Context: an optimization exercise on an open-source flow, tuned for small area, a short achievable clock period and few clock cycles. The choices shown serve that exercise and are no tape-out recipe.
Function was checked by simulation only, so behaviour that the tests miss may differ from the original.
No activity file was given, so power comes from the tool's default toggle rates.

==> flow/design.v <==
module sun(
    pclk,
    presetn,
    psels,
    penables,
    pwrites,
    paddrs,
    pwdatas,
    prdatas,
    preadys
);
input pclk;
input presetn;
input psels;
input penables;
input pwrites;
input [31:0] paddrs;
input [31:0] pwdatas;
output [31:0] prdatas;
output preadys;
reg        ws;            
reg        rs;            
reg  [3:0] aq;            
reg        pr0;           
reg        prd;           
reg  [7:0] thr;
reg  [7:0] xmax;
reg  [7:0] ymax;
reg  [7:0] x;             
reg  [7:0] y;             
reg  [7:0] p;             
reg [30:0] r0;            
reg [30:0] r1;
reg        ph;            
reg [23:0] nit;           
reg  [7:0] hq;            
reg  [7:0] kq;            
reg        od;            
reg  [1:0] st;            
reg        ac;            
reg        dv;            
reg        cl;            
reg  [4:0] c;             
reg [30:0] rd;            
wire       wa   = ws;                 
wire       ra   = rs;                 
wire       a0   = (aq == 4'd0);
wire       a1   = (aq == 4'd1);
wire       a2   = (aq == 4'd2);
wire       a3   = (aq == 4'd3);
wire       a4   = (aq == 4'd4);
wire       pix  = wa & a4;
wire       ctl  = wa & a0 & (p == 8'h01);
wire       busy = ac | dv;
wire [8:0] gb;
assign gb[0] = 1'b0;
genvar i;
generate for (i = 0; i < 8; i = i + 1) begin : g_cmp
    assign gb[i+1] = (p[i] & ~thr[i]) | (gb[i] & (p[i] | ~thr[i]));
end endgenerate
wire       stp  = pix | ac;
wire [7:0] I    = p & {8{gb[8] & stp}};
wire       xend = (x == xmax);
wire       yend = (y == ymax);
reg  [3:0] dig;
always @(*) begin
    case ({ph, c[1]})
        2'b00: dig = y[3:0];
        2'b01: dig = y[7:4];
        2'b10: dig = x[3:0];
        default: dig = x[7:4];
    endcase
end
wire [7:0] pp0 = I & {8{dig[0]}};
wire [7:0] pp1 = I & {8{dig[1]}};
wire [7:0] pp2 = I & {8{dig[2]}};
wire [7:0] pp3 = I & {8{dig[3]}};
wire [8:0] m1c, m2c, m3c;
wire [7:0] m1s, m2s, m3s;
assign m1c[0] = 1'b0;
assign m2c[0] = 1'b0;
assign m3c[0] = 1'b0;
generate for (i = 0; i < 8; i = i + 1) begin : g_mul
    wire a1b = (i < 7) ? pp0[i+1] : 1'b0;
    assign m1s[i]   = a1b ^ pp1[i] ^ m1c[i];
    assign m1c[i+1] = (a1b & pp1[i]) | (m1c[i] & (a1b ^ pp1[i]));
    wire a2b = (i < 7) ? m1s[i+1] : m1c[8];
    assign m2s[i]   = a2b ^ pp2[i] ^ m2c[i];
    assign m2c[i+1] = (a2b & pp2[i]) | (m2c[i] & (a2b ^ pp2[i]));
    wire a3b = (i < 7) ? m2s[i+1] : m2c[8];
    assign m3s[i]   = a3b ^ pp3[i] ^ m3c[i];
    assign m3c[i+1] = (a3b & pp3[i]) | (m3c[i] & (a3b ^ pp3[i]));
end endgenerate
wire [11:0] pr   = {m3c[8], m3s, m2s[0], m1s[0], pp0[0]};
wire [15:0] addv = c[1] ? {pr, 4'd0} : {4'd0, pr};
wire [30:0] ra_in = (ctl | cl) ? 31'd0 : r1;
wire [31:0] rc;
wire [30:0] rsum;
assign rc[0] = 1'b0;
generate for (i = 0; i < 31; i = i + 1) begin : g_ring
    wire b = (i < 16) ? addv[i] : 1'b0;
    assign rsum[i] = ra_in[i] ^ b ^ rc[i];
    assign rc[i+1] = (ra_in[i] & b) | (rc[i] & (ra_in[i] ^ b));
end endgenerate
wire        last  = ac & (c[1:0] == 2'd3) & xend & yend;
wire [23:0] rem   = {x, y, p};
wire        first = last | (dv & (c == 5'd9));
wire [23:0] ps    = first ? {1'b0, r0[30:8]} : rem;
wire        nb    = first ? r0[7] : kq[7];
wire [24:0] da    = (dv | last) ? {ps, nb} : {17'h1ffff, ~I};
wire [24:0] db    = {1'b1, nit};
wire [25:0] dcy;
wire [24:0] t;
assign dcy[0] = 1'b1;
generate for (i = 0; i < 25; i = i + 1) begin : g_div
    assign t[i]     = da[i] ^ db[i] ^ dcy[i];
    assign dcy[i+1] = (da[i] & db[i]) | (dcy[i] & (da[i] ^ db[i]));
end endgenerate
wire        qb    = dcy[25] & ~(&nit);
wire [23:0] rn    = qb ? t[23:0] : {ps[22:0], nb};
wire        dstep = last | (dv & (c != 5'd8));
wire  [7:0] stb   = {1'b0, st == 2'b00, 2'b00, st == 2'b00, 1'b0, st};
always @(posedge pclk) begin
    ws <= psels & ~penables & pwrites & (paddrs[7:4] == 4'd0);
    rs <= psels & ~penables & ~pwrites & (paddrs[7:4] == 4'd0);
    aq <= paddrs[3:0];
    if (!busy)
        p <= pwdatas[7:0];
    if (wa & a1) thr  <= pwdatas[7:0];
    if (wa & a2) xmax <= pwdatas[7:0];
    if (wa & a3) ymax <= pwdatas[7:0];
    r0 <= rsum;
    r1 <= r0;
    ph <= ~ph;
    if (ctl) begin
        nit <= 24'hffffff;
        x   <= 8'd1;
        y   <= 8'd1;
        st  <= 2'b01;
        cl  <= 1'b1;
    end
    if (cl)
        cl <= 1'b0;
    if (ra) begin
        case (aq)
            4'h1: rd[7:0] <= thr;
            4'h5: rd[7:0] <= stb;
            4'h6, 4'h7: rd <= (r0 & {31{aq[0] ^ ~ph}}) | (r1 & {31{aq[0] ^ ph}});
            4'h8, 4'h9: rd <= {23'd0, (hq & {8{aq[0] ^ ~od}}) | (kq & {8{aq[0] ^ od}})};
            default: ;
        endcase
    end
    if (stp) begin
        ac <= 1'b1;
        c  <= c + 5'd1;
        if (c[1:0] == 2'd0)
            nit <= t[23:0];
        if (c[1:0] == 2'd3) begin
            ac <= 1'b0;
            c  <= 5'd0;
            if (xend) begin
                x <= 8'd1;
                if (yend) begin
                    st <= 2'b11;
                    dv <= 1'b1;
                    od <= ph;
                    c  <= 5'd1;
                end else begin
                    y  <= y + 8'd1;
                    st <= 2'b10;
                end
            end else begin
                x  <= x + 8'd1;
                st <= 2'b10;
            end
        end
    end
    if (dv)
        c <= c + 5'd1;
    if (dstep) begin
        {x, y, p} <= rn;
        kq <= first ? {r0[6:0], qb} : {kq[6:0], qb};
    end
    if (dv & (c == 5'd8))
        hq <= kq;
    if (dv & (c == 5'd16)) begin
        dv <= 1'b0;
        c  <= 5'd0;
        st <= 2'b00;
    end
    pr0 <= wa & (aq <= 4'd4);
    prd <= pr0;
    if (!presetn) begin
        pr0 <= 1'b0;
        prd <= 1'b0;
        ac  <= 1'b0;
        dv  <= 1'b0;
        cl  <= 1'b0;
        c   <= 5'd0;
        ph  <= 1'b0;
    end
end
assign prdatas = {1'b0, rd};
assign preadys = prd;
endmodule
==> flow/flow/run.sh <==
#!/bin/bash
# Own layout flow: the standard flow (standard.sh) with these changes in how the
# layout is made:
#  - synthesis maps the logic with an area-oriented ABC script (flow/abc_area.script)
#    instead of ORFS's delay-oriented one, and skips the quick generic ABC pass inside
#    Yosys's synth (synth -noabc for the fine stage), so the full adders written in
#    the RTL reach Yosys's full-adder extraction as written. Everything else in
#    synthesis is unchanged, so the registers (names, count, cells) are the standard
#    synthesis's;
#  - the port buffers are sky130_fd_sc_hd__buf_1 cells;
#  - clock tree synthesis builds a plain H-tree (no sink clustering) of clkbuf_8 below a
#    clkbuf_16 root and adds no dummy loads.
# Each make run writes its full output to a log file in the work folder.
set -euo pipefail
W=$(pwd)
S="$W/scripts_area"
rm -rf "$S"
cp -r "$FLOW_HOME/scripts" "$S"
cp "$W/flow/abc_area.script" "$S/abc_speed.script"
sed -i 's/-run fine: {\*}\$synth_full_args/-run fine: -noabc {*}$synth_full_args/' "$S/synth.tcl"
grep -q -- '-run fine: -noabc' "$S/synth.tcl"
bash standard.sh SCRIPTS_DIR="$S" synth > "$W/make_synth.log" 2>&1
bash standard.sh BUFFER_PORTS_ARGS="-buffer_cell sky130_fd_sc_hd__buf_1" \
    CTS_ARGS="-repair_clock_nets -dont_use_dummy_load -root_buf sky130_fd_sc_hd__clkbuf_16 -buf_list sky130_fd_sc_hd__clkbuf_8" \
    finish > "$W/make_finish.log" 2>&1
==> flow/flow/abc_area.script <==
strash
dch -f
amap
==> flow/standard.sh <==
#!/bin/bash
# synth_recipe.tcl (not shown) runs the flow's synth.tcl, then flattens the netlist and writes it again
# the make line also repeats each setting of config.mk as NAME=value (left out here)
make -C /OpenROAD-flow-scripts/flow DESIGN_CONFIG=/design/flow/config.mk WORK_HOME=/design/flow/orfs CLKGATE_MAP_FILE= SYNTH_SCRIPT=/design/flow/synth_recipe.tcl "${@:-finish}"
==> flow/config.mk <==
export PLATFORM = sky130hd
export DESIGN_NAME = sun
export DESIGN_NICKNAME = sun
export VERILOG_FILES = /design/flow/design.v
export SDC_FILE = /design/flow/constraint.sdc
export NUM_CORES = 4
export LEC_CHECK = 0
export CAP_MARGIN = 20
export CORE_MARGIN = 2
export CORE_UTILIZATION = 40
export GPL_TIMING_DRIVEN = 0
export PLACE_DENSITY = 0.6
export SLEW_MARGIN = 20
==> flow/constraint.sdc <==
create_clock -name core_clock -period 80.0 [get_ports {pclk}]
set_input_delay 16.0000 -clock core_clock [delete_from_list [all_inputs] [get_ports {pclk}]]
set_output_delay 16.0000 -clock core_clock [all_outputs]
set_load 0.01 [all_outputs]
==> flow_summary.json, run 1 <==
{
  "htree_levels": 4,
  "track_usage_pct": 19.9,
  "setup_viol": 0,
  "synth_edf_count": 80,
  "synth_nets": 1028,
  "ios": 102,
  "drt_iter0_markers": 632,
  "synth_seq_area_share_pct": 50.0,
  "cts_tree": "done",
  "fmax_ghz": 0.0591,
  "grt_first_pass_wirelength_mm": 39.4,
  "cts_resized": 0,
  "met1_usage_pct": 30.2,
  "switching_share_pct": 24.3,
  "r2r-start": "c[1]",
  "peakVddDrop_mv": 0.00949,
  "r2r_end": "p[4]",
  "first_pass_iters": 5,
  "remaining_drc_errors": 0,
  "place_ws_ps": 62940,
  "synth.distinct_cells": 40,
  "start_kind": "flip-flop",
  "p_comb_share_pct": 9.3,
  "ys_warn_count": 1,
  "n_antenna_cell": 0,
  "maxCapViolations": 0,
  "vias": 7171,
  "seqPwrFrac_pct": 63.1,
  "gr-usage-met3_pct": 2.94,
  "setup_ws_ps": 63090,
  "crit_arrival_ps": 910,
  "insertion_delay_ps": 400,
  "startpoint": "rd[1]",
  "power.leakage_nw": 3.85,
  "start_util_pct": 41.0,
  "async_flop_share_pct": 0,
  "end_kind": "output port",
  "clkTransAtPathRegs_ps": 110,
  "avgRoutedWirePerCell_um": 19.4,
  "fin_crit_ps": 16910,
  "numCtsBuffers": 17,
  "path_max_fanout": 1,
  "clockRootBuffer": "clkbuf_16",
  "critPathTopFamily": "flip-flops",
  "ctsHoldBuffers": 0,
  "slew_headroom_pct": 30.2,
  "drive_above_1_share_pct": 4.42,
  "rrSetupSlack_ps": 64610,
  "synth_ff_type": "dfxtp_1",
  "tightest_slew_ps": 1040,
  "clock_sinks": 201,
  "num-fill-cells": 2280,
  "grt_max_degree": 40,
  "skew_ps": 33.1,
  "reg2reg_depth": 38,
  "cp.buffers_inverters": 1,
  "gp_congestion": 0.841,
  "routed_wl_mm": 24.6,
  "crit_required_ps": 64000,
  "fin_nets": 1109,
  "run_status": "no timing/DRC/antenna violations",
  "grt_overflow": 0,
  "path_cells": "buf_1",
  "cp.depth": 1,
  "die-area_um2": 25400,
  "p_switching_mw": 0.0457,
  "hold_depth": 0,
  "cpPeakStageDelay_ps": 370,
  "fin_tns_setup_ps": 0,
  "core_area_um2": 23500,
  "cts_setup_buffers": 0,
  "num_rows": 56,
  "grt_pass1_vias": 6924,
  "finalMaxSlewViolations": 0,
  "hold_viol": 0,
  "antenna_left": 0,
  "yosys_register_bits": 201,
  "cp_slowest_cell": "edfxtp_1",
  "die_h_um": 159,
  "post-dp-hpwl_mm": 17.9,
  "clkPwrFrac_pct": 27.6,
  "netlist_instances": 871,
  "port_buffers": 52,
  "synth_area_um2": 9640,
  "place_area_um2": 10500,
  "grt_setup_unrepaired": "no",
  "antenna_found_initial": 0,
  "fin_crit_sh_pct": 21.1,
  "clockBufferDepth": 2,
  "synthToLayoutAreaGrowth_pct": 11.7,
  "die_w_um": 159,
  "syn_avg_cell_area_um2": 11.1,
  "hp-class": "reg2reg",
  "final_area_um2": 10800,
  "use_met2_pct": 29.6,
  "grt-busiest-layer": "met1",
  "pwr_density_cell_nw_per_um2": 17.4,
  "avgViaCountPerCell": 5.65,
  "internal_power_mw": 0.142,
  "crit_type": "reg2out",
  "endpoint": "prdatas[1]"
}
==> cell type report <==
cell class,count,area (um^2),share of cell area (%)
Sequential cell,201,4820,44.8
Multi-Input combinational cell,594,4630,43.0
Tap cell,319,399,3.71
Timing Repair Buffer,62,387,3.59
Inverter,75,283,2.62
Clock buffer,17,245,2.28
Buffer,1,7.51,0.0697
==> kinds of logic (layout without fill, tap and decap cells) <==
| logic type | Yosys count | in the layout | share of synthesized area [%] |
|---|---|---|---|
| AND/OR/NAND/NOR | 248 | 248 | 11.7 |
| buffers and inverters | 76 | 155 | 3.00 |
| adder cells (fa/ha/maj) | 88 | 88 | 15.9 |
| flip-flops | 201 | 201 | 50.0 |
| other | 1 | 1 | 0.0389 |
| AO/OA/AOI/OAI | 257 | 257 | 19.3 |
==> stage by stage <==
stage                     hold WS (ps)  util, %  cells  power (mW)
final                              377     45.8   1269       0.188
after global routing               379     45.8   1269       0.196
after CTS                          372     45.6   1268       0.189
after detailed placement           366     44.6   1251       0.138
after global placement             365     43.5   1242       0.137
after floorplan                    346        -    871       0.132
==> synthesized netlist by cell type, types with 24 or more instances <==
cell / instances / area [um^2]
nor2_1: 125 / 469
dfxtp_1: 121 / 2420
edfxtp_1: 80 / 2400
clkinv_1: 75 / 282
a21oi_1: 63 / 315
fa_1: 58 / 1160
o22ai_1: 44 / 275
nor2b_1: 36 / 225
nand2_1: 34 / 128
ha_1: 30 / 375
o32a_1: 24 / 240
==> per-layer routing <==
layer  up-vias  part of all wire, %
li1       3411                    -
met1      3492                   49
met2       243                   44
met3        25                  5.7
met4         0                  1.5
met5         -                    0
==> registers in the layout, indices dropped and copies added (netlist names), 2 cells and up <==
signal	count
st	2
ymax	8
y	8
xmax	8
p	8
kq	8
r1	31
c	5
thr	8
x	8
hq	8
r0	31
aq	4
nit	24
rd	31
==> placed cells by master, fill, tap and decap left out, drive strengths merged, types with 4 or more instances in the layout <==
cell type    n
nor2       125
dfxtp      121
edfxtp      80
clkinv      75
a21oi       63
buf         62
fa          58
o22ai       44
nor2b       36
nand2       34
ha          30
o32a        24
o221a       22
o22a        22
o21ai       22
clkbuf      18
a22oi       16
nand3       12
nor3        12
or2         10
o221ai       9
nand4        9
a211oi       6
nor4         6
o32ai        5
o211ai       4
o21a         4
==> how the worst min path moves through the flow <==
stage / start / endpoint / slack (ps)
after CTS: r0[4] / r1[4] / 370
after detailed placement: r0[20] / r1[20] / 370
final: r0[4] / r1[4] / 380
after global placement: r0[14] / r1[14] / 360
after global routing: r0[12] / r1[12] / 380
after floorplan: r0[30] / r1[30] / 350
==> power by group through the flow <==
stage	sequential (mW)	combinational, mW	clock [mW]
after global placement	0.121	0.0162	0
final	0.119	0.0174	0.0519
after CTS	0.119	0.0172	0.0534
after detailed placement	0.121	0.0172	0
after floorplan	0.119	0.0125	0
after global routing	0.120	0.0195	0.0571
Testbench counts, summed over its fixed seeds: cycles 19,920.
==> run 2, diff against run 1 <==
--- a/flow/flow/run.sh
+++ b/flow/flow/run.sh
@@ -21,5 +21,5 @@
 grep -q -- '-run fine: -noabc' "$S/synth.tcl"
 bash standard.sh SCRIPTS_DIR="$S" synth > "$W/make_synth.log" 2>&1
 bash standard.sh BUFFER_PORTS_ARGS="-buffer_cell sky130_fd_sc_hd__buf_1" \
-    CTS_ARGS="-repair_clock_nets -dont_use_dummy_load -root_buf sky130_fd_sc_hd__clkbuf_16 -buf_list sky130_fd_sc_hd__clkbuf_8" \
+    CTS_ARGS="-repair_clock_nets -dont_use_dummy_load" \
     finish > "$W/make_finish.log" 2>&1
==> flow_summary.json, run 2 <==
{
  "drive_above_1_share_pct": 4.42,
  "hold_depth": 0,
  "ys_warn_count": 1,
  "path_max_fanout": 1,
  "synthTopCellsByCount": "nor2_1, dfxtp_1, edfxtp_1",
  "die-area_um2": 25400,
  "synth_nets": 1028,
  "run_status": "no timing/DRC/antenna violations",
  "fin_tns_setup_ps": 0,
  "crit_type": "reg2out",
  "netlist_instances": 871,
  "yosys_register_bits": 201,
  "antenna_left": 0,
  "synth_edf_count": 80,
  "grt_setup_unrepaired": "no",
  "synth.distinct_cells": 40,
  "setup_ws_ps": 63060,
  "ctsHoldBuffers": 0,
  "num_rows": 56,
  "track_usage_pct": 20.0,
  "cts_tree": "done",
  "cts_resized": 0,
  "remaining_drc_errors": 0,
  "synth_seq_area_share_pct": 50.0,
  "hold_start": "r0[4]",
  "gp_congestion": 0.841,
  "top_regs": "r0 (31), r1 (31), rd (31)",
  "critPathTopFamily": "flip-flops",
  "die_h_um": 159,
  "avgRoutedWirePerCell_um": 19.6,
  "htree_levels": 4,
  "num-fill-cells": 2248,
  "hp-class": "reg2reg",
  "grt_pass1_vias": 6903,
  "slew_headroom_pct": 31.2,
  "final_cell_mix": "nor2_1, dfxtp_1, edfxtp_1, clkinv_1, a21oi_1",
  "synth_ff_type": "dfxtp_1",
  "hold_viol": 0,
  "place_ws_ps": 62940,
  "end_kind": "output port",
  "clkPwrFrac_pct": 34.3,
  "fin_crit_ps": 16940,
  "vias": 7235,
  "fin_crit_sh_pct": 21.2,
  "core_area_um2": 23500,
  "r2r-start": "c[1]",
  "synthToLayoutAreaGrowth_pct": 13.6,
  "synth.most_common_cell": "nor2_1",
  "grt_first_pass_wirelength_mm": 39.4,
  "grt_overflow": 0,
  "internal_power_mw": 0.159,
  "synthTopCellsByArea": "dfxtp_1, edfxtp_1, fa_1",
  "finalMaxSlewViolations": 0,
  "setup_viol": 0,
  "cp.buffers_inverters": 1,
  "synth_top_area_share_pct": 25.1,
  "tightest_slew_ps": 1030,
  "antenna_found_initial": 0,
  "numCtsBuffers": 17,
  "avgViaCountPerCell": 5.70,
  "ios": 102,
  "skew_ps": 19.3,
  "power_mw": 0.207,
  "crit_required_ps": 64000,
  "p_switching_mw": 0.0483,
  "post-dp-hpwl_mm": 17.9,
  "crit_arrival_ps": 940,
  "peakVddDrop_mv": 0.0124,
  "async_flop_share_pct": 0,
  "pwr_density_cell_nw_per_um2": 18.9,
  "cp.depth": 1,
  "insertion_delay_ps": 440,
  "min_to": "r1[4]",
  "routed_wl_mm": 24.8,
  "r2r_end": "p[4]",
  "clockRootBuffer": "clkbuf_16",
  "clock_sinks": 201,
  "fin_nets": 1109,
  "reg2reg_depth": 38,
  "port_buffers": 52,
  "seqPwrFrac_pct": 57.3,
  "clockBufferDepth": 2,
  "first_pass_iters": 5,
  "maxCapViolations": 0,
  "start_util_pct": 41.0,
  "synth_area_um2": 9640,
  "n_antenna_cell": 0,
  "die_w_um": 159,
  "switching_share_pct": 23.3,
  "path_cells": "buf_1",
  "synth_top_area_cell": "dfxtp_1",
  "rrSetupSlack_ps": 64590,
  "layout_commonest_cell": "nor2_1",
  "p_comb_share_pct": 8.4,
  "syn_avg_cell_area_um2": 11.1,
  "grt_max_degree": 40,
  "drt_iter0_markers": 674,
  "cp_slowest_cell": "edfxtp_1",
  "cpPeakStageDelay_ps": 370,
  "fmax_ghz": 0.0590,
  "cts_setup_buffers": 0,
  "clkTransAtPathRegs_ps": 70,
  "power.leakage_nw": 3.94,
  "start_kind": "flip-flop"
}
[run 2: cell count changes in the layout (fill, tap and decap cells not counted)]
cell / delta
clkbuf_16: +16
clkbuf_8: -16
[run 2: cells by family after synthesis]
logic type	count (synthesis)	synth area share [%]
compound gates	257	19.3
fa+ha+maj	88	15.9
buf+inv	76	3.00
flops	201	50.0
other cells	1	0.0389
simple gates	248	11.7
[run 2: routing by layer]
metal	wire length, um	global-route usage [%]
met1	12000	30.3
met4	366	5.45
met3	1580	2.89
met5	0	0
met2	10900	29.8
[run 2: power by group through the flow]
stage | sequential [mW] | combinational (mW) | clock (mW)
final | 0.119 | 0.0174 | 0.0712
after global routing | 0.120 | 0.0196 | 0.0763
after CTS | 0.119 | 0.0172 | 0.0729
after detailed placement | 0.121 | 0.0172 | 0
after global placement | 0.121 | 0.0162 | 0
after floorplan | 0.119 | 0.0125 | 0
[run 2: area by class of cell]
cell class | instances | area (um^2) | share of cell area [%]
flip-flops and latches | 201 | 4820 | 44.0
multi-input cells | 594 | 4630 | 42.2
plain buffers | 1 | 7.51 | 0.0685
well taps | 319 | 399 | 3.64
repair buffers | 62 | 387 | 3.53
inverters | 75 | 283 | 2.58
clock buffers | 17 | 425 | 3.88
[run 2: stage by stage]
step                      hold WS (ps)  std cells  util (%)  area (um^2)
final                              373       1269      46.5        11000
after CTS                          374       1268      46.4        10900
after global placement             365       1242      43.5        10200
after floorplan                    346        871         -         9640
after detailed placement           366       1251      44.6        10500
after global routing               381       1269      46.5        11000
[run 2: worst max-delay path by stage]
| stage | endpoint | startpoint |
|---|---|---|
| 2_1_floorplan | ws | paddrs[7] |
| 5_1_grt | prdatas[18] | rd[18] |
| 3_3_place_gp | p[2] | c[1] |
| 3_5_place_dp | c[2] | presetn |
| 4_1_cts | prdatas[3] | rd[3] |
| 6_report | prdatas[21] | rd[21] |
==> run 3, diff against run 2 <==
--- a/flow/flow/run.sh
+++ b/flow/flow/run.sh
@@ -20,6 +20,7 @@
 sed -i 's/-run fine: {\*}\$synth_full_args/-run fine: -noabc {*}$synth_full_args/' "$S/synth.tcl"
 grep -q -- '-run fine: -noabc' "$S/synth.tcl"
 bash standard.sh SCRIPTS_DIR="$S" synth > "$W/make_synth.log" 2>&1
+DONT_USE_CELLS="sky130_fd_sc_hd__buf_8 sky130_fd_sc_hd__buf_12 sky130_fd_sc_hd__buf_16 sky130_fd_sc_hd__bufinv_8 sky130_fd_sc_hd__bufinv_16 sky130_fd_sc_hd__inv_8 sky130_fd_sc_hd__inv_12 sky130_fd_sc_hd__inv_16" \
 bash standard.sh BUFFER_PORTS_ARGS="-buffer_cell sky130_fd_sc_hd__buf_1" \
-    CTS_ARGS="-repair_clock_nets -dont_use_dummy_load" \
+    CTS_ARGS="-repair_clock_nets -dont_use_dummy_load -root_buf sky130_fd_sc_hd__clkbuf_16 -buf_list sky130_fd_sc_hd__clkbuf_8" \
     finish > "$W/make_finish.log" 2>&1
==> flow_summary.json, run 3 <==
{
  "run_status": "no timing/DRC/antenna violations",
  "fmax_ghz": 0.0591,
  "slew_headroom_pct": 30.2,
  "cts_setup_buffers": 0,
  "cts_tree": "done",
  "path_max_fanout": 1,
  "cpPeakStageDelay_ps": 370,
  "synth_xor_area_share_pct": 0,
  "maxCapViolations": 0,
  "die_w_um": 159,
  "setup_viol": 0,
  "p_comb_share_pct": 9.3,
  "clkTransAtPathRegs_ps": 110,
  "synth.distinct_cells": 40,
  "synth_edf_count": 80,
  "place_area_um2": 10500,
  "drt_iter0_markers": 632,
  "synth_top_family_by_area": "compound AO/OA/AOI/OAI gates",
  "muxShareOfSynthArea_pct": 0,
  "ys_warn_count": 1,
  "syn_avg_cell_area_um2": 11.1,
  "port_buffers": 52,
  "reg2reg_depth": 38,
  "startpoint": "rd[1]",
  "synthToLayoutAreaGrowth_pct": 11.7,
  "layout_commonest_cell": "nor2_1",
  "clkPwrFrac_pct": 27.6,
  "synth_area_um2": 9640,
  "routed_wl_mm": 24.6,
  "antenna_left": 0,
  "track_usage_pct": 19.9,
  "internal_power_mw": 0.142,
  "hp-class": "reg2reg",
  "critPathTopFamily": "flip-flops",
  "p_switching_mw": 0.0457,
  "crit_type": "reg2out",
  "cp.depth": 1,
  "crit_arrival_ps": 910,
  "yosys_register_bits": 201,
  "grt_setup_unrepaired": "no",
  "fin_tns_setup_ps": 0,
  "core_area_um2": 23500,
  "async_flop_share_pct": 0,
  "synthSimpleGateAreaFrac_pct": 11.7,
  "avgRoutedWirePerCell_um": 19.4,
  "r2r_end": "p[4]",
  "num_rows": 56,
  "remaining_drc_errors": 0,
  "final_area_um2": 10800,
  "grt_pass1_vias": 6924,
  "synth_nets": 1028,
  "synth_compound_area_share_pct": 19.3,
  "post-dp-hpwl_mm": 17.9,
  "start_kind": "flip-flop",
  "peakVddDrop_mv": 0.00949,
  "htree_levels": 4,
  "hold_viol": 0,
  "grt_overflow": 0,
  "synth_top_area_cell": "dfxtp_1",
  "avgViaCountPerCell": 5.65,
  "cp.buffers_inverters": 1,
  "fin_nets": 1109,
  "tightest_slew_ps": 1040,
  "instances_no_fill": 1269,
  "drive_above_1_share_pct": 4.42,
  "synth_ff_type": "dfxtp_1",
  "synth.most_common_cell": "nor2_1",
  "die-area_um2": 25400,
  "r2r-start": "c[1]",
  "synth_fa_ha_area_share_pct": 15.9,
  "ios": 102,
  "skew_ps": 33.1,
  "synth_seq_area_share_pct": 50.0,
  "synthTopCellsByCount": "nor2_1, dfxtp_1, edfxtp_1",
  "fin_crit_ps": 16910,
  "gp_congestion": 0.841,
  "synth_top_area_share_pct": 25.1,
  "vias": 7171,
  "n_antenna_cell": 0,
  "rrSetupSlack_ps": 64610,
  "endpoint": "prdatas[1]",
  "path_cells": "buf_1",
  "antenna_found_initial": 0,
  "power_mw": 0.188,
  "placed_cells": 1251,
  "end_kind": "output port",
  "netlist_instances": 871,
  "numCtsBuffers": 17,
  "cp_slowest_cell": "edfxtp_1",
  "final_cell_mix": "nor2_1, dfxtp_1, edfxtp_1, clkinv_1, a21oi_1",
  "finalMaxSlewViolations": 0,
  "fin_crit_sh_pct": 21.1,
  "top_regs": "r0 (31), r1 (31), rd (31)",
  "grt_max_degree": 40,
  "insertion_delay_ps": 400,
  "pwr_density_cell_nw_per_um2": 17.4,
  "clock_sinks": 201,
  "first_pass_iters": 5,
  "power.leakage_nw": 3.85,
  "clockRootBuffer": "clkbuf_16",
  "synthTopCellsByArea": "dfxtp_1, edfxtp_1, fa_1",
  "cts_resized": 0,
  "ctsHoldBuffers": 0,
  "start_util_pct": 41.0,
  "crit_required_ps": 64000,
  "clockBufferDepth": 2,
  "seqPwrFrac_pct": 63.1,
  "grt_first_pass_wirelength_mm": 39.4,
  "die_h_um": 159,
  "switching_share_pct": 24.3
}
-- run 3: cell types whose count changed in the layout (fill, tap and decap cells not counted) --
cell / previous run / this run
clkbuf_16: 18 / 2
clkbuf_8: 0 / 16
-- run 3: stage by stage --
stage               hold slack, ps  setup WS (ps)  utilization, %
CTS                            372          63070            45.6
floorplan                      346          63210               -
detailed placement             366          62940            44.6
global route                   379          63040            45.8
global placement               365          59630            43.5
finish                         377          63090            45.8
-- run 3: layout make-up --
class | count | area, um^2
Buffer | 1 | 7.51
Clock buffer | 17 | 245
Fill cell | 2280 | 12800
Inverter | 75 | 283
Multi-Input combinational cell | 594 | 4630
Sequential cell | 201 | 4820
Tap cell | 319 | 399
Timing Repair Buffer | 62 | 387
-- run 3: power groups by stage --
| stage | registers [mW] | clock network, mW | logic [mW] |
|---|---|---|---|
| floorplan | 0.119 | 0 | 0.0125 |
| CTS | 0.119 | 0.0534 | 0.0172 |
| detailed placement | 0.121 | 0 | 0.0172 |
| global route | 0.120 | 0.0571 | 0.0195 |
| global placement | 0.121 | 0 | 0.0162 |
| finish | 0.119 | 0.0519 | 0.0174 |
-- run 3: how the worst min path moves through the flow --
stage / startpoint / end / slack [ps] / cells after the start
2_1_floorplan: r0[30] / r1[30] / 350 / 0
3_3_place_gp: r0[14] / r1[14] / 360 / 0
3_5_place_dp: r0[20] / r1[20] / 370 / 0
4_1_cts: r0[4] / r1[4] / 370 / 0
5_1_grt: r0[12] / r1[12] / 380 / 0
6_report: r0[4] / r1[4] / 380 / 0
-- run 3: per-layer routing --
layer	global-route usage [%]	share of wire, %	up-vias
met1	30.2	49	3492
met3	2.94	5.7	25
met2	29.6	44	243
met4	5.62	1.5	0
met5	0	0	-
li1	-	-	3411
-- run 3: cells by family (layout without fill, tap and decap cells) --
kind of cell    Yosys count  in the layout
fa+ha+maj                88             88
flops                   201            201
compound gates          257            257
other cells               1              1
buf+inv                  76            155
simple gates            248            248
==> run 4, diff against run 3 <==
--- a/flow/flow/run.sh
+++ b/flow/flow/run.sh
@@ -20,7 +20,6 @@
 sed -i 's/-run fine: {\*}\$synth_full_args/-run fine: -noabc {*}$synth_full_args/' "$S/synth.tcl"
 grep -q -- '-run fine: -noabc' "$S/synth.tcl"
 bash standard.sh SCRIPTS_DIR="$S" synth > "$W/make_synth.log" 2>&1
-DONT_USE_CELLS="sky130_fd_sc_hd__buf_8 sky130_fd_sc_hd__buf_12 sky130_fd_sc_hd__buf_16 sky130_fd_sc_hd__bufinv_8 sky130_fd_sc_hd__bufinv_16 sky130_fd_sc_hd__inv_8 sky130_fd_sc_hd__inv_12 sky130_fd_sc_hd__inv_16" \
 bash standard.sh BUFFER_PORTS_ARGS="-buffer_cell sky130_fd_sc_hd__buf_1" \
     CTS_ARGS="-repair_clock_nets -dont_use_dummy_load -root_buf sky130_fd_sc_hd__clkbuf_16 -buf_list sky130_fd_sc_hd__clkbuf_8" \
     finish > "$W/make_finish.log" 2>&1
--- a/flow/config.mk
+++ b/flow/config.mk
@@ -7,7 +7,8 @@
 export LEC_CHECK = 0
 export CAP_MARGIN = 20
 export CORE_MARGIN = 2
-export CORE_UTILIZATION = 40
+export CORE_UTILIZATION = 55
+export GPL_ROUTABILITY_DRIVEN = 0
 export GPL_TIMING_DRIVEN = 0
-export PLACE_DENSITY = 0.6
+export PLACE_DENSITY = 0.75
 export SLEW_MARGIN = 20
==> flow_summary.json, run 4 <==
{
  "run_status": "no timing/DRC/antenna violations",
  "start_util_pct": 56.0,
  "maxCapViolations": 0,
  "hold_start": "r0[12]",
  "num-fill-cells": 1335,
  "cp.buffers_inverters": 1,
  "port_buffers": 52,
  "power.leakage_nw": 3.85,
  "r2r-start": "c[1]",
  "synthTopCellsByArea": "dfxtp_1, edfxtp_1, fa_1",
  "cpPeakStageDelay_ps": 400,
  "grt_setup_unrepaired": "no",
  "placed_cells": 1157,
  "rrSetupSlack_ps": 64510,
  "hp-class": "reg2reg",
  "routed_wl_mm": 23.6,
  "finalMaxSlewViolations": 0,
  "hold_viol": 0,
  "vias": 7351,
  "clockBufferDepth": 2,
  "synth_top_area_cell": "dfxtp_1",
  "clkTransAtPathRegs_ps": 90,
  "avgRoutedWirePerCell_um": 20.1,
  "layout_commonest_cell": "nor2_1",
  "synth_seq_area_share_pct": 50.0,
  "grt_pass1_vias": 7091,
  "htree_levels": 4,
  "yosys_register_bits": 201,
  "ios": 102,
  "insertion_delay_ps": 390,
  "fin_nets": 1110,
  "track_usage_pct": 27.0,
  "min_to": "r1[12]",
  "pwr_density_cell_nw_per_um2": 17.6,
  "grt_overflow": 0,
  "synth_ff_type": "dfxtp_1",
  "startpoint": "rd[2]",
  "fin_crit_ps": 16930,
  "setup_viol": 0,
  "regArea_um2": 4820,
  "ctsHoldBuffers": 0,
  "die_h_um": 136,
  "top_regs": "r0 (31), r1 (31), rd (31)",
  "async_flop_share_pct": 0,
  "synth_nets": 1028,
  "final_cell_mix": "nor2_1, dfxtp_1, edfxtp_1, clkinv_1, a21oi_1",
  "r2r_end": "p[2]",
  "crit_type": "reg2out",
  "place_ws_ps": 63010,
  "die_w_um": 136,
  "slew_headroom_pct": 27.0,
  "tightest_slew_ps": 1090,
  "grt_max_degree": 40,
  "critPathTopFamily": "flip-flops",
  "numCtsBuffers": 17,
  "first_pass_iters": 5,
  "cts_setup_buffers": 0,
  "netlist_instances": 871,
  "whs_ps": 367,
  "synth_top_area_share_pct": 25.1,
  "fin_crit_sh_pct": 21.2,
  "remaining_drc_errors": 0,
  "fmax_ghz": 0.0591,
  "antenna_left": 0,
  "crit_required_ps": 64000,
  "die-area_um2": 18600,
  "drt_iter0_markers": 783,
  "post-dp-hpwl_mm": 16.9,
  "cp_slowest_cell": "edfxtp_1",
  "drive_above_1_share_pct": 4.42,
  "path_cells": "buf_1",
  "reg2reg_depth": 39,
  "instances_no_fill": 1176,
  "crit_arrival_ps": 930,
  "start_kind": "flip-flop",
  "syn_avg_cell_area_um2": 11.1,
  "antenna_found_initial": 0,
  "core_area_um2": 17200,
  "peakVddDrop_mv": 0.0119,
  "avgViaCountPerCell": 6.25,
  "synthToLayoutAreaGrowth_pct": 10.4,
  "synth_edf_count": 80,
  "skew_ps": 25.7,
  "path_max_fanout": 1,
  "num_rows": 48,
  "clockRootBuffer": "clkbuf_16",
  "n_antenna_cell": 0,
  "synth.most_common_cell": "nor2_1",
  "fin_util_pct": 61.8,
  "grt_first_pass_wirelength_mm": 37.7,
  "end_kind": "output port",
  "clock_sinks": 201,
  "fin_tns_setup_ps": 0,
  "synth_area_um2": 9640,
  "hold_depth": 0,
  "ys_warn_count": 1,
  "synthTopCellsByCount": "nor2_1, dfxtp_1, edfxtp_1",
  "cts_resized": 0,
  "synth.distinct_cells": 40,
  "setup_ws_ps": 63070,
  "multi_input_area_um2": 4620,
  "cts_tree": "done"
}
==> run 4: how the worst max path moves through the flow <==
stage | endpoint | slack [ps] | cells past startpoint
global route | prdatas[2] | 63030 | 1
detailed placement | c[3] | 63010 | 5
floorplan | ws | 63210 | 2
global placement | p[2] | 60180 | 36
finish | prdatas[2] | 63070 | 1
CTS | prdatas[2] | 63050 | 1
==> run 4: cell type report <==
class / instances / share of cell area, %
Buffer: 1 / 0.0705
Clock buffer: 17 / 2.30
Inverter: 75 / 2.66
Multi-Input combinational cell: 594 / 43.4
Sequential cell: 201 / 45.3
Tap cell: 225 / 2.64
Timing Repair Buffer: 63 / 3.58
==> run 4: layer usage <==
metal | share of wire, % | global-route usage (%)
met1 | 44 | 39.0
met2 | 44 | 40.3
met3 | 9.6 | 6.49
met4 | 1.9 | 8.45
met5 | 0 | 0
==> run 4: power breakdown <==
part	leakage, nW	switching [mW]	internal (mW)
combinational	2.03	0.00881	0.00891
sequential	1.70	0.00564	0.113
clock	0.127	0.0308	0.0202
==> run 4: kinds of logic (layout without fill, tap and decap cells) <==
family	count (synthesis)	count (layout)	synth area share, %
AOI/OAI and AO/OA	257	257	19.3
buffers and inverters	76	156	3.00
adders and majority gates	88	88	15.9
and+or+nand+nor	248	248	11.7
other	1	1	0.0389
DFF	201	201	50.0
==> run 4: through the flow <==
stage	power (mW)	instance area, um^2
2_1_floorplan	0.132	9640
3_3_place_gp	0.136	10100
3_5_place_dp	0.138	10300
4_1_cts	0.188	10600
5_1_grt	0.194	10600
6_report	0.188	10600
==> run 5, diff against run 4 <==
--- a/flow/config.mk
+++ b/flow/config.mk
@@ -7,8 +7,7 @@
 export LEC_CHECK = 0
 export CAP_MARGIN = 20
 export CORE_MARGIN = 2
-export CORE_UTILIZATION = 55
-export GPL_ROUTABILITY_DRIVEN = 0
+export CORE_UTILIZATION = 65
 export GPL_TIMING_DRIVEN = 0
-export PLACE_DENSITY = 0.75
+export PLACE_DENSITY = 0.85
 export SLEW_MARGIN = 20
==> flow_summary.json, run 5 <==
{
  "fin_tns_setup_ps": 0,
  "hp-class": "reg2reg",
  "post-dp-hpwl_mm": 17.1,
  "synth_edf_count": 80,
  "antenna_left": 0,
  "synthTopCellsByCount": "nor2_1, dfxtp_1, edfxtp_1",
  "gr-usage-met3_pct": 7.86,
  "clock_sinks": 201,
  "fin_util_pct": 72.7,
  "routed_wl_mm": 24.1,
  "met1_usage_pct": 43.0,
  "fmax_ghz": 0.0590,
  "place_area_um2": 10300,
  "setup_ws_ps": 63040,
  "htree_levels": 4,
  "drive_above_1_share_pct": 4.21,
  "peakVddDrop_mv": 0.0128,
  "n_antenna_cell": 0,
  "crit_required_ps": 64000,
  "num_rows": 44,
  "power.leakage_nw": 3.84,
  "rrSetupSlack_ps": 64490,
  "min_to": "r1[10]",
  "die_w_um": 126,
  "synth.distinct_cells": 40,
  "final_area_um2": 10600,
  "setup_viol": 0,
  "synth_seq_area_share_pct": 50.0,
  "pwr_density_cell_nw_per_um2": 17.7,
  "fin_crit_sh_pct": 21.2,
  "antenna_found_initial": 0,
  "gp_congestion": 0.905,
  "run_status": "no timing/DRC/antenna violations",
  "crit_arrival_ps": 960,
  "avgViaCountPerCell": 6.67,
  "netlist_instances": 871,
  "tightest_slew_ps": 1110,
  "path_cells": "buf_1",
  "fin_nets": 1108,
  "synth_top_area_cell": "dfxtp_1",
  "whs_ps": 380,
  "fin_crit_ps": 16960,
  "vias": 7553,
  "reg2reg_depth": 38,
  "synthToLayoutAreaGrowth_pct": 9.52,
  "numCtsBuffers": 17,
  "cts_tree": "done",
  "ys_warn_count": 1,
  "start_util_pct": 66.4,
  "power_mw": 0.187,
  "die-area_um2": 15800,
  "ctsHoldBuffers": 0,
  "placed_cells": 1115,
  "start_kind": "flip-flop",
  "synth_nets": 1028,
  "insertion_delay_ps": 400,
  "place_ws_ps": 63010,
  "synth_ff_type": "dfxtp_1",
  "cp_slowest_cell": "edfxtp_1",
  "layout_commonest_cell": "nor2_1",
  "top_regs": "r0 (31), r1 (31), rd (31)",
  "critPathTopFamily": "flip-flops",
  "cp.buffers_inverters": 1,
  "remaining_drc_errors": 0,
  "grt-busiest-layer": "met2",
  "clockBufferDepth": 2,
  "ios": 102,
  "path_max_fanout": 1,
  "final_cell_mix": "nor2_1, dfxtp_1, edfxtp_1, clkinv_1, a21oi_1",
  "synth_top_area_share_pct": 25.1,
  "r2r_end": "p[2]",
  "synth.most_common_cell": "nor2_1",
  "synth_area_um2": 9640,
  "grt_first_pass_wirelength_mm": 38.2,
  "end_kind": "output port",
  "grt_setup_unrepaired": "no",
  "grt_overflow": 0,
  "use_met2_pct": 47.9,
  "hold_depth": 0,
  "drt_iter0_markers": 1071,
  "num-fill-cells": 1027,
  "crit_type": "reg2out",
  "avgRoutedWirePerCell_um": 21.3,
  "async_flop_share_pct": 0,
  "first_pass_iters": 7,
  "r2r-start": "c[1]",
  "cpPeakStageDelay_ps": 420,
  "slew_headroom_pct": 25.8,
  "syn_avg_cell_area_um2": 11.1,
  "grt_max_degree": 40,
  "maxCapViolations": 0,
  "port_buffers": 52,
  "cts_resized": 0,
  "grt_pass1_vias": 7371,
  "core_area_um2": 14500,
  "hold_viol": 0,
  "instances_no_fill": 1133,
  "track_usage_pct": 30.7,
  "finalMaxSlewViolations": 0,
  "die_h_um": 126,
  "synthTopCellsByArea": "dfxtp_1, edfxtp_1, fa_1",
  "clkTransAtPathRegs_ps": 90,
  "yosys_register_bits": 201,
  "hold_start": "r0[10]",
  "cts_setup_buffers": 0,
  "skew_ps": 30.1,
  "clockRootBuffer": "clkbuf_16"
}
-- run 5: cell counts after synthesis --
No cell type changed its count.
-- run 5: cell families after synthesis --
family / after synthesis / synth area share [%]
other cells: 1 / 0.0389
compound gates: 257 / 19.3
simple gates: 248 / 11.7
buf+inv: 76 / 3.00
fa+ha+maj: 88 / 15.9
flops: 201 / 50.0
-- run 5: where the power goes --
| group | total (mW) | internal [mW] | switching, mW | leakage [nW] |
|---|---|---|---|---|
| clock | 0.0509 | 0.0202 | 0.0307 | 0.127 |
| sequential | 0.119 | 0.113 | 0.00557 | 1.70 |
| combinational | 0.0177 | 0.00886 | 0.00880 | 2.01 |
-- run 5: worst max path at each step --
stage / endpoint / slack, ps / depth (start not counted) / start
2_1_floorplan: ws / 63210 / 2 / paddrs[7]
3_3_place_gp: p[2] / 60450 / 36 / c[1]
3_5_place_dp: c[3] / 63010 / 5 / presetn
4_1_cts: prdatas[6] / 63060 / 1 / rd[6]
5_1_grt: prdatas[19] / 63040 / 1 / rd[19]
6_report: prdatas[6] / 63040 / 1 / rd[6]
-- run 5: cell type report --
class	count	area (um^2)	area share, %
repair buffers	61	347	3.28
clock buffers	17	245	2.32
multi-input cells	594	4630	43.8
well taps	184	230	2.18
inverters	75	283	2.68
flip-flops and latches	201	4820	45.7
plain buffers	1	7.51	0.0711
-- run 5: routing by layer --
metal,routed length [um],part of all wire [%],vias up
li1,-,-,3390
met1,9690,40,3604
met2,11100,46,494
met3,2680,11,65
met4,607,2.5,0
met5,0,0,-
==> run 6, diff against run 5 <==
--- a/flow/flow/run.sh
+++ b/flow/flow/run.sh
@@ -9,7 +9,10 @@
 #    synthesis's;
 #  - the port buffers are sky130_fd_sc_hd__buf_1 cells;
 #  - clock tree synthesis builds a plain H-tree (no sink clustering) of clkbuf_8 below a
-#    clkbuf_16 root and adds no dummy loads.
+#    clkbuf_16 root and adds no dummy loads;
+#  - the repair steps after placement and global routing do not use buffers or
+#    inverters of drive 8 and up (flow/no_big_buffers.tcl, sourced before each step's
+#    resizer starts).
 # Each make run writes its full output to a log file in the work folder.
 set -euo pipefail
 W=$(pwd)
@@ -20,6 +23,7 @@
 sed -i 's/-run fine: {\*}\$synth_full_args/-run fine: -noabc {*}$synth_full_args/' "$S/synth.tcl"
 grep -q -- '-run fine: -noabc' "$S/synth.tcl"
 bash standard.sh SCRIPTS_DIR="$S" synth > "$W/make_synth.log" 2>&1
+PRE_RESIZE_TCL="$W/flow/no_big_buffers.tcl" PRE_GLOBAL_ROUTE_TCL="$W/flow/no_big_buffers.tcl" \
 bash standard.sh BUFFER_PORTS_ARGS="-buffer_cell sky130_fd_sc_hd__buf_1" \
     CTS_ARGS="-repair_clock_nets -dont_use_dummy_load -root_buf sky130_fd_sc_hd__clkbuf_16 -buf_list sky130_fd_sc_hd__clkbuf_8" \
     finish > "$W/make_finish.log" 2>&1
==> flow/flow/no_big_buffers.tcl (new file) <==
set_dont_use {sky130_fd_sc_hd__buf_8 sky130_fd_sc_hd__buf_12 sky130_fd_sc_hd__buf_16 sky130_fd_sc_hd__bufinv_8 sky130_fd_sc_hd__bufinv_16 sky130_fd_sc_hd__inv_8 sky130_fd_sc_hd__inv_12 sky130_fd_sc_hd__inv_16}
--- a/flow/config.mk
+++ b/flow/config.mk
@@ -7,7 +7,7 @@
 export LEC_CHECK = 0
 export CAP_MARGIN = 20
 export CORE_MARGIN = 2
-export CORE_UTILIZATION = 65
+export CORE_UTILIZATION = 40
 export GPL_TIMING_DRIVEN = 0
-export PLACE_DENSITY = 0.85
+export PLACE_DENSITY = 0.6
 export SLEW_MARGIN = 20
==> flow_summary.json, run 6 <==
{
  "synth_top_area_cell": "dfxtp_1",
  "ys_warn_count": 1,
  "gp_congestion": 0.841,
  "numCtsBuffers": 17,
  "setup_ws_ps": 63090,
  "synth_area_um2": 9640,
  "track_usage_pct": 20.1,
  "synthToLayoutAreaGrowth_pct": 10.8,
  "drive_above_1_share_pct": 4.42,
  "htree_levels": 4,
  "netlist_instances": 871,
  "avgRoutedWirePerCell_um": 19.6,
  "crit_arrival_ps": 910,
  "synth_ff_type": "dfxtp_1",
  "ios": 102,
  "finalMaxSlewViolations": 0,
  "synth_seq_area_share_pct": 50.0,
  "top_regs": "r0 (31), r1 (31), rd (31)",
  "place_ws_ps": 62950,
  "die-area_um2": 25400,
  "vias": 7167,
  "cts_setup_buffers": 0,
  "cp_slowest_cell": "edfxtp_1",
  "antenna_found_initial": 0,
  "fin_util_pct": 45.4,
  "clockRootBuffer": "clkbuf_16",
  "drt_iter0_markers": 733,
  "maxCapViolations": 0,
  "grt_setup_unrepaired": "no",
  "syn_avg_cell_area_um2": 11.1,
  "post-dp-hpwl_mm": 18.0,
  "grt_overflow": 0,
  "peakVddDrop_mv": 0.00970,
  "hp-class": "reg2reg",
  "cp.buffers_inverters": 1,
  "core_area_um2": 23500,
  "remaining_drc_errors": 0,
  "clock_sinks": 201,
  "synth.distinct_cells": 40,
  "hold_viol": 0,
  "synth_edf_count": 80,
  "synth.most_common_cell": "nor2_1",
  "clkTransAtPathRegs_ps": 100,
  "async_flop_share_pct": 0,
  "die_h_um": 159,
  "grt_pass1_vias": 6944,
  "synth_top_area_share_pct": 25.1,
  "setup_viol": 0,
  "avgViaCountPerCell": 5.65,
  "n_antenna_cell": 0,
  "antenna_left": 0,
  "instances_no_fill": 1269,
  "reg2reg_depth": 37,
  "critPathTopFamily": "flip-flops",
  "whs_ps": 375,
  "tightest_slew_ps": 992,
  "fin_tns_setup_ps": 0,
  "num-fill-cells": 2285,
  "start_kind": "flip-flop",
  "r2r-start": "c[1]",
  "routed_wl_mm": 24.9,
  "slew_headroom_pct": 33.7,
  "clockBufferDepth": 2,
  "synthTopCellsByArea": "dfxtp_1, edfxtp_1, fa_1",
  "grt_first_pass_wirelength_mm": 39.8,
  "fmax_ghz": 0.0591,
  "run_status": "no timing/DRC/antenna violations",
  "port_buffers": 52,
  "ctsHoldBuffers": 0,
  "skew_ps": 29.1,
  "end_kind": "output port",
  "first_pass_iters": 5,
  "cpPeakStageDelay_ps": 380,
  "die_w_um": 159,
  "rrSetupSlack_ps": 64580,
  "grt_max_degree": 40,
  "num_rows": 56,
  "fin_nets": 1109,
  "fin_crit_ps": 16910,
  "pwr_density_cell_nw_per_um2": 17.6,
  "path_cells": "buf_1",
  "fin_crit_sh_pct": 21.1,
  "final_cell_mix": "nor2_1, dfxtp_1, edfxtp_1, clkinv_1, a21oi_1",
  "r2r_end": "p[2]",
  "crit_type": "reg2out",
  "yosys_register_bits": 201,
  "placed_cells": 1251,
  "min_to": "r1[11]",
  "hold_start": "r0[11]",
  "layout_commonest_cell": "nor2_1",
  "path_max_fanout": 1,
  "synth_nets": 1028,
  "hold_depth": 0,
  "start_util_pct": 41.0,
  "power.leakage_nw": 3.82,
  "insertion_delay_ps": 400,
  "cts_tree": "done",
  "synthTopCellsByCount": "nor2_1, dfxtp_1, edfxtp_1",
  "crit_required_ps": 64000,
  "cts_resized": 0
}
run 6: cell families (layout without fill, tap and decap cells):
group           Yosys count  after routing  share of synthesized area, %
fa+ha+maj                88             88                          15.9
buf+inv                  76            155                          3.00
compound gates          257            257                          19.3
other cells               1              1                        0.0389
flops                   201            201                          50.0
simple gates            248            248                          11.7
run 6: area by class of cell:
cell class	instances	area, um^2	area share, %
tap	319	399	3.73
buffer	1	7.51	0.0702
inverter	75	283	2.65
clock buffer	17	245	2.29
timing repair buffer	62	302	2.82
multi-input combinational	594	4630	43.3
sequential	201	4820	45.1
run 6: worst max path at each step:
stage / slack (ps) / cells past startpoint / to / startpoint
after floorplan: 63210 / 2 / ws / paddrs[7]
after global routing: 63040 / 1 / prdatas[18] / rd[18]
after global placement: 59630 / 36 / p[2] / c[1]
after detailed placement: 62950 / 5 / c[2] / presetn
after CTS: 63070 / 1 / prdatas[21] / rd[21]
final: 63090 / 1 / prdatas[21] / rd[21]
run 6: metal layers:
metal	track usage [%]	part of all wire [%]	vias up
li1	-	-	3390
met1	30.3	48	3498
met2	29.7	44	259
met3	3.86	7.1	20
met4	5.08	1.3	0
met5	0	0	-
run 6: power breakdown:
part	internal, mW	total, mW	switching [mW]
Combinational	0.00861	0.0174	0.00877
Sequential	0.113	0.119	0.00541
Clock	0.0202	0.0522	0.0320
run 6: through the flow:
stage | power, mW | area, um^2
5_1_grt | 0.197 | 10700
6_report | 0.188 | 10700
3_5_place_dp | 0.138 | 10400
4_1_cts | 0.189 | 10700
3_3_place_gp | 0.137 | 10200
2_1_floorplan | 0.132 | 9640
==> run 7, diff against run 6 <==
--- a/flow/design.v
+++ b/flow/design.v
@@ -49,7 +49,13 @@
 wire       a2   = (aq == 4'd2);
 wire       a3   = (aq == 4'd3);
 wire       a4   = (aq == 4'd4);
+wire       a5   = (aq == 4'd5);
 wire       pix  = wa & a4;
+wire       rhi  = ra & (aq[3:1] == 3'b011 | aq[3:1] == 3'b100);
+wire       s0   = ra & (aq[3:1] == 3'b011) & (aq[0] ^ ~ph);
+wire       s1   = ra & (aq[3:1] == 3'b011) & (aq[0] ^ ph);
+wire       sh   = ra & (aq[3:1] == 3'b100) & (aq[0] ^ ~od);
+wire       sk   = ra & (aq[3:1] == 3'b100) & (aq[0] ^ od);
 wire       ctl  = wa & a0 & (p == 8'h01);
 wire       busy = ac | dv;
 wire [8:0] gb;
@@ -141,15 +147,12 @@
     end
     if (cl)
         cl <= 1'b0;
-    if (ra) begin
-        case (aq)
-            4'h1: rd[7:0] <= thr;
-            4'h5: rd[7:0] <= stb;
-            4'h6, 4'h7: rd <= (r0 & {31{aq[0] ^ ~ph}}) | (r1 & {31{aq[0] ^ ph}});
-            4'h8, 4'h9: rd <= {23'd0, (hq & {8{aq[0] ^ ~od}}) | (kq & {8{aq[0] ^ od}})};
-            default: ;
-        endcase
-    end
+    if (rhi)
+        rd[30:8] <= (r0[30:8] & {23{s0}}) | (r1[30:8] & {23{s1}});
+    if (rhi | (ra & (a1 | a5)))
+        rd[7:0] <= (r0[7:0] & {8{s0}}) | (r1[7:0] & {8{s1}}) |
+                   (hq & {8{sh}}) | (kq & {8{sk}}) |
+                   (thr & {8{ra & a1}}) | (stb & {8{ra & a5}});
     if (stp) begin
         ac <= 1'b1;
         c  <= c + 5'd1;
==> flow_summary.json, run 7 <==
{
  "run_status": "no timing/DRC/antenna violations",
  "numCtsBuffers": 17,
  "cp_slowest_cell": "edfxtp_1",
  "vias": 7043,
  "first_pass_iters": 5,
  "setup_viol": 0,
  "grt_first_pass_wirelength_mm": 37.2,
  "path_cells": "buf_1",
  "die_w_um": 159,
  "placed_cells": 1301,
  "fin_crit_ps": 16930,
  "met2_length_mm": 10.3,
  "remaining_drc_errors": 0,
  "synth_seq_area_share_pct": 50.2,
  "layout_commonest_cell": "nor2_1",
  "final_cell_mix": "nor2_1, clkinv_1, dfxtp_1, o22ai_1, edfxtp_1",
  "clock_sinks": 201,
  "hp-class": "reg2reg",
  "synth_ff_type": "dfxtp_1",
  "skew_ps": 39.0,
  "clockRootBuffer": "clkbuf_16",
  "whs_ps": 333,
  "maxCapViolations": 0,
  "drive_above_1_share_pct": 4.20,
  "cts_resized": 0,
  "crit_type": "reg2out",
  "drt_iter0_markers": 520,
  "async_flop_share_pct": 0,
  "avgRoutedWirePerCell_um": 17.7,
  "cts_setup_buffers": 0,
  "ios": 102,
  "synth_top_area_cell": "dfxtp_1",
  "die-area_um2": 25300,
  "drt-met1-wl_mm": 11.2,
  "fin_tns_setup_ps": 0,
  "crit_arrival_ps": 930,
  "start_util_pct": 40.8,
  "fmax_ghz": 0.0591,
  "synthToLayoutAreaGrowth_pct": 10.5,
  "post-dp-hpwl_mm": 17.3,
  "clockBufferDepth": 2,
  "synth.distinct_cells": 41,
  "power.leakage_nw": 3.67,
  "cts_tree": "done",
  "top_regs": "r0 (31), r1 (31), rd (31)",
  "grt_overflow": 0,
  "htree_levels": 4,
  "netlist_instances": 922,
  "pwr_density_cell_nw_per_um2": 18.2,
  "ctsHoldBuffers": 0,
  "synth_area_um2": 9610,
  "end_kind": "output port",
  "hold_viol": 0,
  "dr.max_layer_used": "met4",
  "final_area_um2": 10600,
  "track_usage_pct": 18.7,
  "slew_headroom_pct": 34.6,
  "synthTopCellsByArea": "dfxtp_1, edfxtp_1, fa_1",
  "synth.most_common_cell": "nor2_1",
  "startpoint": "rd[17]",
  "avgViaCountPerCell": 5.34,
  "cpPeakStageDelay_ps": 390,
  "grt_setup_unrepaired": "no",
  "hold_start": "r0[3]",
  "critPathTopFamily": "flip-flops",
  "grt_max_degree": 42,
  "core_area_um2": 23500,
  "antenna_found_initial": 1,
  "port_buffers": 52,
  "num_rows": 56,
  "start_kind": "flip-flop",
  "detailroute.wirelength.met3_mm": 1.35,
  "instances_no_fill": 1320,
  "cp.buffers_inverters": 1,
  "gp_congestion": 0.849,
  "syn_avg_cell_area_um2": 10.4,
  "tightest_slew_ps": 975,
  "fin_crit_sh_pct": 21.2,
  "routed_wl_mm": 23.3,
  "insertion_delay_ps": 400,
  "finalMaxSlewViolations": 0,
  "place_area_um2": 10400,
  "synth_top_area_share_pct": 25.2,
  "clkTransAtPathRegs_ps": 110,
  "synth_edf_count": 80,
  "peakVddDrop_mv": 0.00770,
  "antenna_left": 0,
  "ys_warn_count": 1,
  "r2r-start": "x[5]",
  "yosys_register_bits": 201,
  "synthTopCellsByCount": "nor2_1, clkinv_1, dfxtp_1",
  "die_h_um": 159,
  "grt_pass1_vias": 6814,
  "path_max_fanout": 1,
  "synth_nets": 1079,
  "crit_required_ps": 64000,
  "fin_nets": 1159
}
[run 7: cell count changes after synthesis, moves of 15 or more]
cell / previous run / this run
o221a_1: 22 / 0
o32a_1: 24 / 0
nor2_1: 125 / 143
o22ai_1: 44 / 93
a21oi_1: 63 / 48
clkinv_1: 75 / 139
a22oi_1: 16 / 1
nor2b_1: 36 / 7
[run 7: final cells by class]
type                       instances  area, um^2
fill                            2277       12900
tap                              319         399
clock buffer                      17         245
inverter                         139         523
antenna                            1        2.50
multi-input combinational        581        4340
sequential                       201        4820
timing repair buffer              61         284
buffer                             1        7.51
[run 7: per-layer routing]
metal  vias up  GRT usage (%)
met5         -              0
met3        32           4.01
li1       3464              -
met1      3327           26.8
met4         0           5.12
met2       220           28.9
[run 7: final timing paths]
path,depth (start not counted),end,slack (ps)
max,1,prdatas[17],63070
min,0,r1[3],330
max reg2reg,44,p[0],64680
min reg2reg,0,r1[3],330
[run 7: kinds of logic (layout without fill, tap and decap cells)]
kind of cell             Yosys count  in the layout  synth area share (%)
AO/OA/AOI/OAI                    243            243                  17.0
adder cells (fa/ha/maj)           88             88                  16.0
buffers and inverters            140            218                  5.51
flip-flops                       201            201                  50.2
other                              1              2                0.0390
AND/OR/NAND/NOR                  249            249                  11.3
[run 7: power by group]
group	total [mW]	internal [mW]	leakage [nW]	switching (mW)
Sequential	0.122	0.116	1.69	0.00580
Combinational	0.0199	0.00817	1.86	0.0117
Clock	0.0514	0.0202	0.127	0.0311
[run 7: metrics by stage]
stage	total power, mW	utilization (%)	worst slack (ps)
floorplan	0.138	-	63230
global placement	0.144	43.4	61600
detailed placement	0.145	44.0	62950
CTS	0.195	45.1	63050
global route	0.203	45.1	63010
finish	0.193	45.1	63070
Testbench counts of run 7, summed over its fixed seeds: cycles 19,920.
==> run 8, diff against run 7 <==
--- a/flow/design.v
+++ b/flow/design.v
@@ -130,8 +130,6 @@
     ws <= psels & ~penables & pwrites & (paddrs[7:4] == 4'd0);
     rs <= psels & ~penables & ~pwrites & (paddrs[7:4] == 4'd0);
     aq <= paddrs[3:0];
-    if (!busy)
-        p <= pwdatas[7:0];
     if (wa & a1) thr  <= pwdatas[7:0];
     if (wa & a2) xmax <= pwdatas[7:0];
     if (wa & a3) ymax <= pwdatas[7:0];
@@ -147,12 +145,12 @@
     end
     if (cl)
         cl <= 1'b0;
-    if (rhi)
-        rd[30:8] <= (r0[30:8] & {23{s0}}) | (r1[30:8] & {23{s1}});
-    if (rhi | (ra & (a1 | a5)))
-        rd[7:0] <= (r0[7:0] & {8{s0}}) | (r1[7:0] & {8{s1}}) |
-                   (hq & {8{sh}}) | (kq & {8{sk}}) |
-                   (thr & {8{ra & a1}}) | (stb & {8{ra & a5}});
+    rd[30:8] <= (rd[30:8] & {23{~rhi}}) |
+                (r0[30:8] & {23{s0}}) | (r1[30:8] & {23{s1}});
+    rd[7:0]  <= (rd[7:0] & {8{~(rhi | (ra & (a1 | a5)))}}) |
+                (r0[7:0] & {8{s0}}) | (r1[7:0] & {8{s1}}) |
+                (hq & {8{sh}}) | (kq & {8{sk}}) |
+                (thr & {8{ra & a1}}) | (stb & {8{ra & a5}});
     if (stp) begin
         ac <= 1'b1;
         c  <= c + 5'd1;
@@ -180,10 +178,12 @@
     end
     if (dv)
         c <= c + 5'd1;
-    if (dstep) begin
-        {x, y, p} <= rn;
-        kq <= first ? {r0[6:0], qb} : {kq[6:0], qb};
-    end
+    if (dstep)
+        {x, y} <= rn[23:8];
+    p  <= (pwdatas[7:0] & {8{~busy}}) | (rn[7:0] & {8{dstep}}) |
+          (p & {8{busy & ~dstep}});
+    kq <= ({r0[6:0], qb} & {8{first}}) | ({kq[6:0], qb} & {8{dstep & ~first}}) |
+          (kq & {8{~dstep}});
     if (dv & (c == 5'd8))
         hq <= kq;
     if (dv & (c == 5'd16)) begin
==> flow_summary.json, run 8 <==
{
  "ios": 102,
  "setup_viol": 0,
  "vias": 7338,
  "maxCapViolations": 0,
  "die-area_um2": 24600,
  "post-dp-hpwl_mm": 18.5,
  "synth_area_um2": 9360,
  "hold_viol": 0,
  "p_switching_mw": 0.0582,
  "avgRoutedWirePerCell_um": 18.4,
  "async_flop_share_pct": 0,
  "tightest_slew_ps": 1100,
  "regArea_um2": 4350,
  "ys_warn_count": 1,
  "die_h_um": 157,
  "synthTopCellsByCount": "dfxtp_1, nor2_1, clkinv_1",
  "layout_commonest_cell": "dfxtp_1",
  "crit_type": "reg2out",
  "grt_setup_unrepaired": "no",
  "path_cells": "buf_1",
  "skew_ps": 39.0,
  "clock_sinks": 201,
  "crit_arrival_ps": 950,
  "netlist_instances": 947,
  "synth_ff_type": "dfxtp_1",
  "n_antenna_cell": 0,
  "synth.most_common_cell": "dfxtp_1",
  "antenna_found_initial": 0,
  "critPathTopFamily": "flip-flops",
  "first_pass_iters": 7,
  "power_mw": 0.207,
  "power.leakage_nw": 3.70,
  "grt_overflow": 0,
  "grt_pass1_vias": 6911,
  "num-fill-cells": 2182,
  "track_usage_pct": 20.4,
  "top_regs": "r0 (31), r1 (31), rd (31)",
  "cts_setup_buffers": 0,
  "synth_top_area_share_pct": 35.9,
  "clockBufferDepth": 2,
  "port_buffers": 52,
  "place_area_um2": 10100,
  "htree_levels": 4,
  "synth.distinct_cells": 39,
  "drt_iter0_markers": 702,
  "fin_tns_setup_ps": 0,
  "avgViaCountPerCell": 5.50,
  "fin_crit_ps": 16950,
  "seqPwrFrac_pct": 62.2,
  "p_comb_share_pct": 13.1,
  "synth_top_area_cell": "dfxtp_1",
  "multi_input_area_um2": 4680,
  "end_kind": "output port",
  "cts_resized": 0,
  "start_kind": "flip-flop",
  "start_util_pct": 41.1,
  "slew_headroom_pct": 26.2,
  "numCtsBuffers": 17,
  "antenna_left": 0,
  "routed_wl_mm": 24.6,
  "remaining_drc_errors": 0,
  "synth_nets": 1104,
  "switching_share_pct": 28.0,
  "insertion_delay_ps": 400,
  "drive_above_1_share_pct": 3.62,
  "grt_first_pass_wirelength_mm": 38.6,
  "path_max_fanout": 2,
  "num_rows": 55,
  "place_ws_ps": 62860,
  "setup_ws_ps": 63050,
  "grt_max_degree": 33,
  "run_status": "no timing/DRC/antenna violations",
  "fin_nets": 1180,
  "fmax_ghz": 0.0590,
  "core_area_um2": 22800,
  "clockRootBuffer": "clkbuf_16",
  "ctsHoldBuffers": 0,
  "fin_crit_sh_pct": 21.2,
  "cp.buffers_inverters": 1,
  "synth_seq_area_share_pct": 46.5,
  "cp_slowest_cell": "dfxtp_1",
  "die_w_um": 157,
  "yosys_register_bits": 201,
  "cts_tree": "done",
  "peakVddDrop_mv": 0.0111,
  "pwr_density_cell_nw_per_um2": 20.1,
  "internal_power_mw": 0.149,
  "syn_avg_cell_area_um2": 9.88,
  "final_area_um2": 10300,
  "clkPwrFrac_pct": 24.7,
  "hp-class": "reg2reg",
  "finalMaxSlewViolations": 0,
  "gp_congestion": 0.842,
  "synthToLayoutAreaGrowth_pct": 10.5,
  "clkTransAtPathRegs_ps": 90,
  "final_cell_mix": "dfxtp_1, nor2_1, clkinv_1, fa_1, a21oi_1",
  "cpPeakStageDelay_ps": 400,
  "synthTopCellsByArea": "dfxtp_1, fa_1, edfxtp_1",
  "synth_edf_count": 33,
  "crit_required_ps": 64000
}
==> run 8: cell count changes in the layout (fill, tap and decap cells not counted), moves of 9 or more <==
cell | before | now
a21oi_1 | 47 | 57
a222oi_1 | 1 | 12
a22oi_1 | 1 | 42
clkinv_1 | 138 | 112
dfxtp_1 | 121 | 168
edfxtp_1 | 80 | 33
nand2_1 | 36 | 45
o21ai_0 | 16 | 48
o22ai_1 | 93 | 42
==> run 8: layout make-up <==
class,count,share of cell area (%)
inverters,112,4.06
well taps,313,3.78
flip-flops and latches,201,42.1
repair buffers,57,2.43
multi-input cells,633,45.2
plain buffers,1,0.0726
clock buffers,17,2.37
==> run 8: kinds of logic (layout without fill, tap and decap cells) <==
| kind of cell | Yosys count | after routing | share of synthesized area (%) |
|---|---|---|---|
| buffers and inverters | 113 | 187 | 4.57 |
| AND/OR/NAND/NOR | 269 | 269 | 12.6 |
| adder cells (fa/ha/maj) | 88 | 88 | 16.4 |
| other | 1 | 1 | 0.0401 |
| flip-flops | 201 | 201 | 46.5 |
| AO/OA/AOI/OAI | 275 | 275 | 19.8 |
==> run 8: worst paths after layout <==
| path | slack [ps] | to | start | cells after the start |
|---|---|---|---|---|
| max | 63050 | prdatas[0] | rd[0] | 1 |
| min | 370 | r1[15] | r0[15] | 0 |
| max reg2reg | 65490 | p[0] | x[5] | 42 |
| min reg2reg | 370 | r1[15] | r0[15] | 0 |
==> run 8: per-stage QoR <==
step                      instances  util (%)  hold slack (ps)
after CTS                      1334      45.4              367
final                          1334      45.4              370
after global routing           1334      45.4              386
after detailed placement       1317      44.3              368
after floorplan                 947         -              350
after global placement         1312      43.7              365
==> run 8: power groups by stage <==
stage | registers (mW) | logic [mW] | clock network (mW)
2_1_floorplan | 0.127 | 0.0201 | 0
3_3_place_gp | 0.131 | 0.0259 | 0
3_5_place_dp | 0.131 | 0.0272 | 0
4_1_cts | 0.129 | 0.0272 | 0.0525
5_1_grt | 0.131 | 0.0315 | 0.0563
6_report | 0.129 | 0.0271 | 0.0512
==> run 8: routing by layer <==
layer	track usage (%)	vias to the layer above	share of wire [%]
met1	30.2	3547	48
met5	0	-	0
met3	3.22	22	6.1
li1	-	3540	-
met4	5.50	0	1.5
met2	31.0	229	45
Testbench counts of run 8, summed over its fixed seeds: cycles 19,920.

==> afterwards: timing with drivers on the ports <==
The results above use ideal ports. As a check the final layouts listed here were re-extracted and re-timed, cells and wires unchanged. Step 1, drivers: a clkbuf_16 drives pclk and a buf_2 each remaining input, both assumed. Step 2 moves the port delays by t, midway between the first and last clock arrival at a register: inputs arrive t later, outputs are due t later. That takes back most of the time a late clock gives input paths. Three values: ideal ports, drivers, drivers and shift; two values: the first two.
run | t, ns | slack for setup (ns) | hold WS [ns] | clock arrival spread, ns | worst register clock-pin slew, ns
run 1 | 0.425 | 63.091 / 63.048 / 62.962 | 0.377 / 0.377 / 0.377 | 0.033 / 0.033 | 0.11 / 0.11
run 2 | 0.470 | 63.061 / 63.018 / 62.946 | 0.373 / 0.373 / 0.373 | 0.019 / 0.019 | 0.07 / 0.07
run 3 | 0.425 | 63.091 / 63.048 / 62.962 | 0.377 / 0.377 / 0.377 | 0.033 / 0.033 | 0.11 / 0.11
run 4 | 0.424 | 63.069 / 63.023 / 62.997 | 0.367 / 0.367 / 0.367 | 0.026 / 0.026 | 0.09 / 0.09
run 5 | 0.425 | 63.039 / 63.002 / 62.970 | 0.380 / 0.380 / 0.380 | 0.030 / 0.030 | 0.10 / 0.10
run 6 | 0.428 | 63.087 / 63.045 / 62.938 | 0.375 / 0.375 / 0.375 | 0.029 / 0.029 | 0.10 / 0.10
run 7 | 0.427 | 63.069 / 63.021 / 62.928 | 0.333 / 0.333 / 0.333 | 0.040 / 0.039 | 0.11 / 0.11
run 8 | 0.425 | 63.049 / 63.005 / 62.823 | 0.370 / 0.370 / 0.370 | 0.039 / 0.039 | 0.12 / 0.12
After both steps every run listed still meets setup and hold. The setup slack of run 8, which loses most, moves by -0.044 ns with the drivers and by -0.226 ns with both steps.
